Source: an optimization exercise on an open RTL-to-GDS flow (aim: small area). Production flows keep margins and buffers that such runs may drop.
RTL that was checked went through simulation tests only; none was proved equivalent to the original.
Power is estimated from default activity; no workload was simulated.

==> flow/design.v <==
module fpu(
    input  logic [31:0] op_A_in,
    input  logic [31:0] op_B_in,
    input  logic clock100KHz,
    input  logic reset,
    output logic [31:0] data_out,
    output logic [3:0]  status_out
);
    function automatic logic [6:0] add6(input logic [5:0] a, input logic [5:0] b, input logic ci);
        logic [6:0] s;
        logic       c;
        c = ci;
        for (int n = 0; n < 6; n++) begin
            s[n] = a[n] ^ b[n] ^ c;
            c    = (a[n] & b[n]) | (c & (a[n] ^ b[n]));
        end
        s[6] = c;
        add6 = s;
    endfunction
    function automatic logic [4:0] inc26(input logic [4:0] a);
        inc26 = (a == 5'd25) ? 5'd0 : a + 5'd1;
    endfunction
    logic        sA, sB;
    logic [5:0]  eA, eB;
    logic [31:0] mA, mB;
    assign sA = op_A_in[31];
    assign eA = op_A_in[30:25];
    assign mA = {6'd0, eA != 6'd0, op_A_in[24:0]};
    assign sB = op_B_in[31];
    assign eB = op_B_in[30:25];
    assign mB = {6'd0, eB != 6'd0, op_B_in[24:0]};
    logic [6:0] x;
    logic       bt, big;
    logic [5:0] y;
    assign x   = add6(eB, ~eA, 1'b0);
    assign bt  = x[6];
    assign y   = bt ? x[5:0] : ~x[5:0];
    assign big = y[5] | (y[4] & y[3] & (y[2] | y[1] | (y[0] & bt)));
    logic bl;
    assign bl = bt;
    logic [5:0] eL;
    assign eL = bl ? eB : eA;
    logic sub;
    assign sub = sA ^ sB;
    logic [4:0] i;
    always_ff @(posedge clock100KHz or negedge reset)
        if (!reset) i <= 5'd0;
        else        i <= inc26(i);
    logic first, last;
    assign first = (i == 5'd0);
    assign last  = (i == 5'd25);
    logic [4:0] j;
    logic       jw, wrap;
    always_ff @(posedge clock100KHz) begin
        if ((bt && i == 5'd24) || (!bt && last)) j <= big ? 5'd0 : y[4:0];
        else                                     j <= inc26(j);
        jw <= ~last & (jw | (j == 5'd25));
    end
    assign wrap = jw | big;
    logic [4:0] iA, iB;
    logic       bA, bB, lb, sb, sbit, stk;
    assign iA = bl ? j : i;
    assign iB = bl ? i : j;
    assign bA = mA[iA];
    assign bB = mB[iB];
    assign lb = bl ? bB : bA;
    assign sb = bl ? bA : bB;
    assign sbit = sb & ~wrap;
    assign stk  = sb & wrap;
    logic cy, cin, s, cyn, t26;
    assign cin = first ? 1'b0 : cy;
    assign s   = lb ^ sbit ^ cin;
    assign cyn = (cin & ((lb ^ sub) | sbit)) | ((lb ^ sub) & sbit);
    assign t26 = ~sub & cyn;
    always_ff @(posedge clock100KHz)
        cy <= cyn;
    logic seen, sn, tn;
    assign sn = first ? 1'b0 : seen;
    assign tn = s ^ sn;
    always_ff @(posedge clock100KHz)
        seen <= sn | s;
    logic [4:0] p;
    logic       nz, st, ng, spc;
    assign nz = ~(p == 5'd31);           
    logic t;
    assign t = ng ? tn : s;
    logic [5:0] pm;
    logic [6:0] er7;
    logic       ovf, unf, kill;
    assign pm   = {1'b0, p} - 6'd25;
    assign er7  = add6(eL, pm, spc);
    assign ovf  = nz & ((eL == 6'd63) | (p == 5'd26 & eL == 6'd62));
    assign unf  = nz & pm[5] & ~er7[6];
    assign kill = ovf | unf;
    logic [4:0] pp_acc, pp_nxt, pn_acc, pn_nxt, p_new;
    logic       st_acc, st_nxt, k0;
    assign pp_nxt = s  ? i : first ? 5'd31 : pp_acc;
    assign pn_nxt = tn ? i : first ? 5'd31 : pn_acc;
    assign p_new  = t26 ? 5'd26 : (sub & cyn) ? pn_nxt : pp_nxt;
    assign st_nxt = (first ? 1'b0 : st_acc) | stk | (k0 & t);
    always_ff @(posedge clock100KHz) begin
        pp_acc <= pp_nxt;
        pn_acc <= pn_nxt;
        st_acc <= st_nxt;
    end
    always_ff @(posedge clock100KHz)
        if (last) begin
            ng <= sub & cyn;
            p  <= p_new;
            st <= st_nxt;
        end
    logic [4:0] k;
    assign k0 = (k == 5'd0);
    always_ff @(posedge clock100KHz)
        if (last) k <= (p_new[4] & p_new[3] & p_new[1]) ? 5'd25 : 5'd25 - p_new;    
        else      k <= inc26(k);
    logic rc, ceff;
    assign ceff = first ? 1'b0 : rc;
    always_ff @(posedge clock100KHz)
        rc <= k0 ? t : (ceff & t);
    logic [24:1] f;
    logic        spc_now, pend;
    assign spc_now = ceff & ~t;
    always_ff @(posedge clock100KHz) begin
        for (int n = 1; n < 23; n++)
            if (k == n) f[n] <= (t ^ ceff) & ~kill;
        if (k == 5'd23) pend <= t ^ ceff;
        if (k == 5'd24) begin
            f[23] <= (pend | spc_now) & ~kill;
            f[24] <= t & ~ceff & ~kill;
            spc   <= spc_now;
        end
    end
    logic sr;
    assign sr = (ng ^ bl) ? sB : sA;
    assign data_out   = {sr & ~kill, (nz & ~kill) ? er7[5:0] : 6'd0, f, 1'b0};
    assign status_out = ovf ? 4'b0100 : unf ? 4'b1000 : st ? 4'b0010 : 4'b0001;
endmodule
export LEC_CHECK = 0
export ABC_AREA = 1
export CAP_MARGIN = 20
export CORE_MARGIN = 2
export CORE_UTILIZATION = 40
export SLEW_MARGIN = 20
create_clock -name core_clock -period 10.0 [get_ports {clock100KHz}]
standard.sh (not shown) runs the stock make flow with config.mk's settings and CLKGATE_MAP_FILE= SYNTH_SCRIPT=/design/flow/synth_recipe.tcl, a recipe that flattens the netlist after the stock synthesis.
==> flow/flow/run.sh <==
#!/bin/bash
set -euo pipefail
rm -rf scripts
cp -r "$FLOW_HOME/scripts" scripts
cp flow/abc_area.script scripts/abc_area.script
export SCRIPTS_DIR="$PWD/scripts"
export BUFFER_PORTS_ARGS="-buffer_cell sky130_fd_sc_hd__buf_1"
export CTS_ARGS="-sink_clustering_enable -repair_clock_nets -buf_list sky130_fd_sc_hd__clkbuf_8 -root_buf sky130_fd_sc_hd__clkbuf_8 -dont_use_dummy_load"
bash standard.sh > standard.log 2>&1
==> flow/flow/abc_area.script <==
strash; dc2; dch -f; amap -m; topo
Then changed:
--- a/flow/design.v
+++ b/flow/design.v
@@ -18,7 +18,7 @@
         add6 = s;
     endfunction
     function automatic logic [4:0] inc26(input logic [4:0] a);
-        inc26 = (a == 5'd25) ? 5'd0 : a + 5'd1;
+        inc26 = (a[4] & a[3] & a[0]) ? 5'd0 : a + 5'd1;
     endfunction
     logic        sA, sB;
     logic [5:0]  eA, eB;
@@ -37,7 +37,8 @@
     assign y   = bt ? x[5:0] : ~x[5:0];
     assign big = y[5] | (y[4] & y[3] & (y[2] | y[1] | (y[0] & bt)));
     logic bl;
-    assign bl = bt;
+    always_ff @(posedge clock100KHz)
+        bl <= bt;
     logic [5:0] eL;
     assign eL = bl ? eB : eA;
     logic sub;
@@ -48,13 +49,13 @@
         else        i <= inc26(i);
     logic first, last;
     assign first = (i == 5'd0);
-    assign last  = (i == 5'd25);
+    assign last  = i[4] & i[3] & i[0];    
     logic [4:0] j;
     logic       jw, wrap;
     always_ff @(posedge clock100KHz) begin
         if ((bt && i == 5'd24) || (!bt && last)) j <= big ? 5'd0 : y[4:0];
         else                                     j <= inc26(j);
-        jw <= ~last & (jw | (j == 5'd25));
+        jw <= ~last & (jw | (j[4] & j[3] & j[0]));
     end
     assign wrap = jw | big;
     logic [4:0] iA, iB;
@@ -124,7 +125,7 @@
     always_ff @(posedge clock100KHz) begin
         for (int n = 1; n < 23; n++)
             if (k == n) f[n] <= (t ^ ceff) & ~kill;
-        if (k == 5'd23) pend <= t ^ ceff;
+        pend <= t ^ ceff;
         if (k == 5'd24) begin
             f[23] <= (pend | spc_now) & ~kill;
             f[24] <= t & ~ceff & ~kill;
What happened:
- register-to-register slack got worse by 1.6 ns
- first-iteration DRC count rose by about 40%
- final cell count fell by 1.1%
- synthesized cell count stays the same
- design area fell by about 1.4%
- via count hardly moves
- routed wire length fell by 0.53%
- total power fell by about 6%
- clock skew barely changes
- clock-buffer cell count stays the same
- maximum frequency rose by 21%
- sequential cell count rose by 1
- global-route usage rose by 0.20 points
- sequential power fell by about 2%

---

Another version of the RTL of fpu (not shown whole).
Size in the first run: roughly 100 I/O pins, roughly 3800 um2 of cells after synthesis.
==> module fpu, before the edit <==
module fpu(
    input  logic [31:0] op_A_in,
    input  logic [31:0] op_B_in,
    input  logic clock100KHz,
    input  logic reset,
    output logic [31:0] data_out,
    output logic [3:0]  status_out
);
    function automatic logic [6:0] add6(input logic [5:0] a, input logic [5:0] b, input logic ci);
        logic [6:0] s;
        logic       c;
        c = ci;
        for (int n = 0; n < 6; n++) begin
            s[n] = a[n] ^ b[n] ^ c;
            c    = (a[n] & b[n]) | (c & (a[n] ^ b[n]));
        end
        s[6] = c;
        add6 = s;
    endfunction
    function automatic logic [4:0] inc26(input logic [4:0] a);
        inc26 = (a == 5'd25) ? 5'd0 : a + 5'd1;
    endfunction
    logic        sA, sB;
    logic [5:0]  eA, eB;
    logic [31:0] mA, mB;
    assign sA = op_A_in[31];
    assign eA = op_A_in[30:25];
    assign mA = {6'd0, eA != 6'd0, op_A_in[24:0]};
    assign sB = op_B_in[31];
    assign eB = op_B_in[30:25];
    assign mB = {6'd0, eB != 6'd0, op_B_in[24:0]};
    logic [6:0] x;
    logic       bt, big;
    logic [5:0] y;
    assign x   = add6(eB, ~eA, 1'b0);
    assign bt  = x[6];
    assign y   = bt ? x[5:0] : ~x[5:0];
    assign big = y[5] | (y[4] & y[3] & (y[2] | y[1] | (y[0] & bt)));
    logic bl;
    always_ff @(posedge clock100KHz)
        bl <= bt;
    logic [5:0] eL;
    assign eL = bl ? eB : eA;
    logic sub;
    assign sub = sA ^ sB;
    logic [4:0] i;
    always_ff @(posedge clock100KHz or negedge reset)
        if (!reset) i <= 5'd0;
        else        i <= inc26(i);
    logic first, last;
    assign first = (i == 5'd0);
    assign last  = (i == 5'd25);
    logic [4:0] j;
    logic       jw, wrap;
    always_ff @(posedge clock100KHz) begin
        if ((bt && i == 5'd24) || (!bt && last)) j <= big ? 5'd0 : y[4:0];
        else                                     j <= inc26(j);
        jw <= ~last & (jw | (j == 5'd25));
    end
    assign wrap = jw | big;
    logic [4:0] iA, iB;
    logic       bA, bB, lb, sb, sbit, stk;
    assign iA = bl ? j : i;
    assign iB = bl ? i : j;
    assign bA = mA[iA];
    assign bB = mB[iB];
    assign lb = bl ? bB : bA;
    assign sb = bl ? bA : bB;
    assign sbit = sb & ~wrap;
    assign stk  = sb & wrap;
    logic cy, cin, s, cyn, t26;
    assign cin = first ? 1'b0 : cy;
    assign s   = lb ^ sbit ^ cin;
    assign cyn = (cin & ((lb ^ sub) | sbit)) | ((lb ^ sub) & sbit);
    assign t26 = ~sub & cyn;
    always_ff @(posedge clock100KHz)
        cy <= cyn;
    logic seen, sn, tn;
    assign sn = first ? 1'b0 : seen;
    assign tn = s ^ sn;
    always_ff @(posedge clock100KHz)
        seen <= sn | s;
    logic [4:0] p;
    logic       nz, st, ng, spc;
    logic t;
    assign t = ng ? tn : s;
    logic [5:0] pm;
    logic [6:0] er7;
    logic       ovf, unf, kill;
    assign pm   = {1'b0, p} - 6'd25;
    assign er7  = add6(eL, pm, spc);
    assign ovf  = nz & ((eL == 6'd63) | (p == 5'd26 & eL == 6'd62));
    assign unf  = nz & pm[5] & ~er7[6];
    assign kill = ovf | unf;
    logic [4:0] pp_acc, pp_nxt, pn_acc, pn_nxt, p_new;
    logic       nz_acc, nz_nxt, st_acc, st_nxt, k0;
    assign pp_nxt = (s  | first) ? i : pp_acc;
    assign pn_nxt = (tn | first) ? i : pn_acc;
    assign p_new  = t26 ? 5'd26 : (sub & cyn) ? pn_nxt : pp_nxt;
    assign nz_nxt = (first ? 1'b0 : nz_acc) | s | (last & t26);
    assign st_nxt = (first ? 1'b0 : st_acc) | stk | (k0 & t);
    always_ff @(posedge clock100KHz) begin
        pp_acc <= pp_nxt;
        pn_acc <= pn_nxt;
        nz_acc <= nz_nxt;
        st_acc <= st_nxt;
    end
    always_ff @(posedge clock100KHz)
        if (last) begin
            ng <= sub & cyn;
            p  <= p_new;
            nz <= nz_nxt;
            st <= st_nxt;
        end
    logic [4:0] k;
    assign k0 = (k == 5'd0);
    always_ff @(posedge clock100KHz)
        if (last) k <= t26 ? 5'd25 : 5'd25 - p_new;
        else      k <= inc26(k);
    logic rc, ceff;
    assign ceff = first ? 1'b0 : rc;
    always_ff @(posedge clock100KHz)
        rc <= k0 ? t : (ceff & t);
    logic [24:1] f;
    logic        spc_now, pend;
    assign spc_now = ceff & ~t;
    always_ff @(posedge clock100KHz) begin
        for (int n = 1; n < 23; n++)
            if (k == n) f[n] <= (t ^ ceff) & ~kill;
        if (k == 5'd23) pend <= t ^ ceff;
        if (k == 5'd24) begin
            f[23] <= (pend | spc_now) & ~kill;
            f[24] <= t & ~ceff & ~kill;
            spc   <= spc_now;
        end
    end
    logic sr;
    assign sr = (ng ^ bl) ? sB : sA;
    assign data_out   = {sr & ~kill, (nz & ~kill) ? er7[5:0] : 6'd0, f, 1'b0};
    assign status_out = ovf ? 4'b0100 : unf ? 4'b1000 : st ? 4'b0010 : 4'b0001;
endmodule
clock: 10.0 ns
lec_check: 0
abc_area: 1
cap_margin: 20
core_margin: 2
core_utilization: 40
slew_margin: 20
Scripts as last shown in full above: flow/flow/run.sh, flow/flow/abc_area.script
The first run completed with no timing, DRC or antenna violations.
Next try:
--- a/flow/design.v
+++ b/flow/design.v
@@ -17,9 +17,9 @@
         s[6] = c;
         add6 = s;
     endfunction
     function automatic logic [4:0] inc26(input logic [4:0] a);
-        inc26 = (a == 5'd25) ? 5'd0 : a + 5'd1;
+        inc26 = (a[4] & a[3] & a[0]) ? 5'd0 : a + 5'd1;
     endfunction
     logic        sA, sB;
     logic [5:0]  eA, eB;
     logic [31:0] mA, mB;
@@ -36,10 +36,9 @@
     assign bt  = x[6];
     assign y   = bt ? x[5:0] : ~x[5:0];
     assign big = y[5] | (y[4] & y[3] & (y[2] | y[1] | (y[0] & bt)));
     logic bl;
-    always_ff @(posedge clock100KHz)
-        bl <= bt;
+    assign bl = bt;
     logic [5:0] eL;
     assign eL = bl ? eB : eA;
     logic sub;
     assign sub = sA ^ sB;
@@ -48,15 +47,15 @@
         if (!reset) i <= 5'd0;
         else        i <= inc26(i);
     logic first, last;
     assign first = (i == 5'd0);
-    assign last  = (i == 5'd25);
+    assign last  = i[4] & i[3] & i[0];    
     logic [4:0] j;
     logic       jw, wrap;
     always_ff @(posedge clock100KHz) begin
         if ((bt && i == 5'd24) || (!bt && last)) j <= big ? 5'd0 : y[4:0];
         else                                     j <= inc26(j);
-        jw <= ~last & (jw | (j == 5'd25));
+        jw <= ~last & (jw | (j[4] & j[3] & j[0]));
     end
     assign wrap = jw | big;
     logic [4:0] iA, iB;
     logic       bA, bB, lb, sb, sbit, stk;
@@ -81,8 +80,9 @@
     always_ff @(posedge clock100KHz)
         seen <= sn | s;
     logic [4:0] p;
     logic       nz, st, ng, spc;
+    assign nz = ~(p == 5'd31);           
     logic t;
     assign t = ng ? tn : s;
     logic [5:0] pm;
     logic [6:0] er7;
@@ -92,31 +92,28 @@
     assign ovf  = nz & ((eL == 6'd63) | (p == 5'd26 & eL == 6'd62));
     assign unf  = nz & pm[5] & ~er7[6];
     assign kill = ovf | unf;
     logic [4:0] pp_acc, pp_nxt, pn_acc, pn_nxt, p_new;
-    logic       nz_acc, nz_nxt, st_acc, st_nxt, k0;
-    assign pp_nxt = (s  | first) ? i : pp_acc;
-    assign pn_nxt = (tn | first) ? i : pn_acc;
+    logic       st_acc, st_nxt, k0;
+    assign pp_nxt = s  ? i : first ? 5'd31 : pp_acc;
+    assign pn_nxt = tn ? i : first ? 5'd31 : pn_acc;
     assign p_new  = t26 ? 5'd26 : (sub & cyn) ? pn_nxt : pp_nxt;
-    assign nz_nxt = (first ? 1'b0 : nz_acc) | s | (last & t26);
     assign st_nxt = (first ? 1'b0 : st_acc) | stk | (k0 & t);
     always_ff @(posedge clock100KHz) begin
         pp_acc <= pp_nxt;
         pn_acc <= pn_nxt;
-        nz_acc <= nz_nxt;
         st_acc <= st_nxt;
     end
     always_ff @(posedge clock100KHz)
         if (last) begin
             ng <= sub & cyn;
             p  <= p_new;
-            nz <= nz_nxt;
             st <= st_nxt;
         end
     logic [4:0] k;
     assign k0 = (k == 5'd0);
     always_ff @(posedge clock100KHz)
-        if (last) k <= t26 ? 5'd25 : 5'd25 - p_new;
+        if (last) k <= (p_new[4] & p_new[3] & p_new[1]) ? 5'd25 : 5'd25 - p_new;    
         else      k <= inc26(k);
     logic rc, ceff;
     assign ceff = first ? 1'b0 : rc;
     always_ff @(posedge clock100KHz)
@@ -126,9 +123,9 @@
     assign spc_now = ceff & ~t;
     always_ff @(posedge clock100KHz) begin
         for (int n = 1; n < 23; n++)
             if (k == n) f[n] <= (t ^ ceff) & ~kill;
-        if (k == 5'd23) pend <= t ^ ceff;
+        pend <= t ^ ceff;
         if (k == 5'd24) begin
             f[23] <= (pend | spc_now) & ~kill;
             f[24] <= t & ~ceff & ~kill;
             spc   <= spc_now;
Result: The changed run ran to the end with no violations; global-route usage increases by 0.43 points; register-to-register slack is better by 1.7 ns; via count falls by a few percent; design area went down slightly; final cell count decreases slightly; setup slack gets worse by 2.0 ns; utilization climbs by 1.5 points; routed wire length drops slightly; maximum frequency shrinks by about a fifth; hold slack is better by 0.022 ns; sequential cell count came out lower by 3.
For the second run of this note, only the layout was checked, not whether the RTL still works.

re-timing with driven ports:
No port has a modelled driver above. Below, the same layouts with a new extraction and two added sets of constraints.
Step 1 sets driving cells, clkbuf_16 on the clock port and buf_2 on the other inputs (assumed; they add their load-dependent delay and slew).
Step 2 moves the port delays by t, midway between the first and last clock arrival at a register: inputs arrive t later, outputs are due t later. That takes back most of the time a late clock gives input paths.
Three values: ideal ports, drivers, drivers and shift; two values: the first two.
run | shift t [ns] | setup slack, ns | worst hold slack (ns) | clock arrival spread, ns
the first run of note 1 | 0.355 | 0.600 / 0.574 / 0.574 | 0.484 / 0.484 / 0.484 | 0.018 / 0.018
the second run of note 1 | 0.362 | 2.229 / 2.206 / 2.135 | 0.480 / 0.480 / 0.480 | 0.019 / 0.019
the first run of note 2 | 0.359 | 2.591 / 2.595 / 2.236 | 0.467 / 0.467 / 0.467 | 0.032 / 0.032
the second run of note 2 | 0.358 | 0.586 / 0.560 / 0.560 | 0.488 / 0.488 / 0.488 | 0.027 / 0.027
After both steps setup and hold are still met in every run listed. The setup slack of the first run of note 2, which loses most, moves by +0.004 ns with the drivers and by -0.355 ns with both steps.
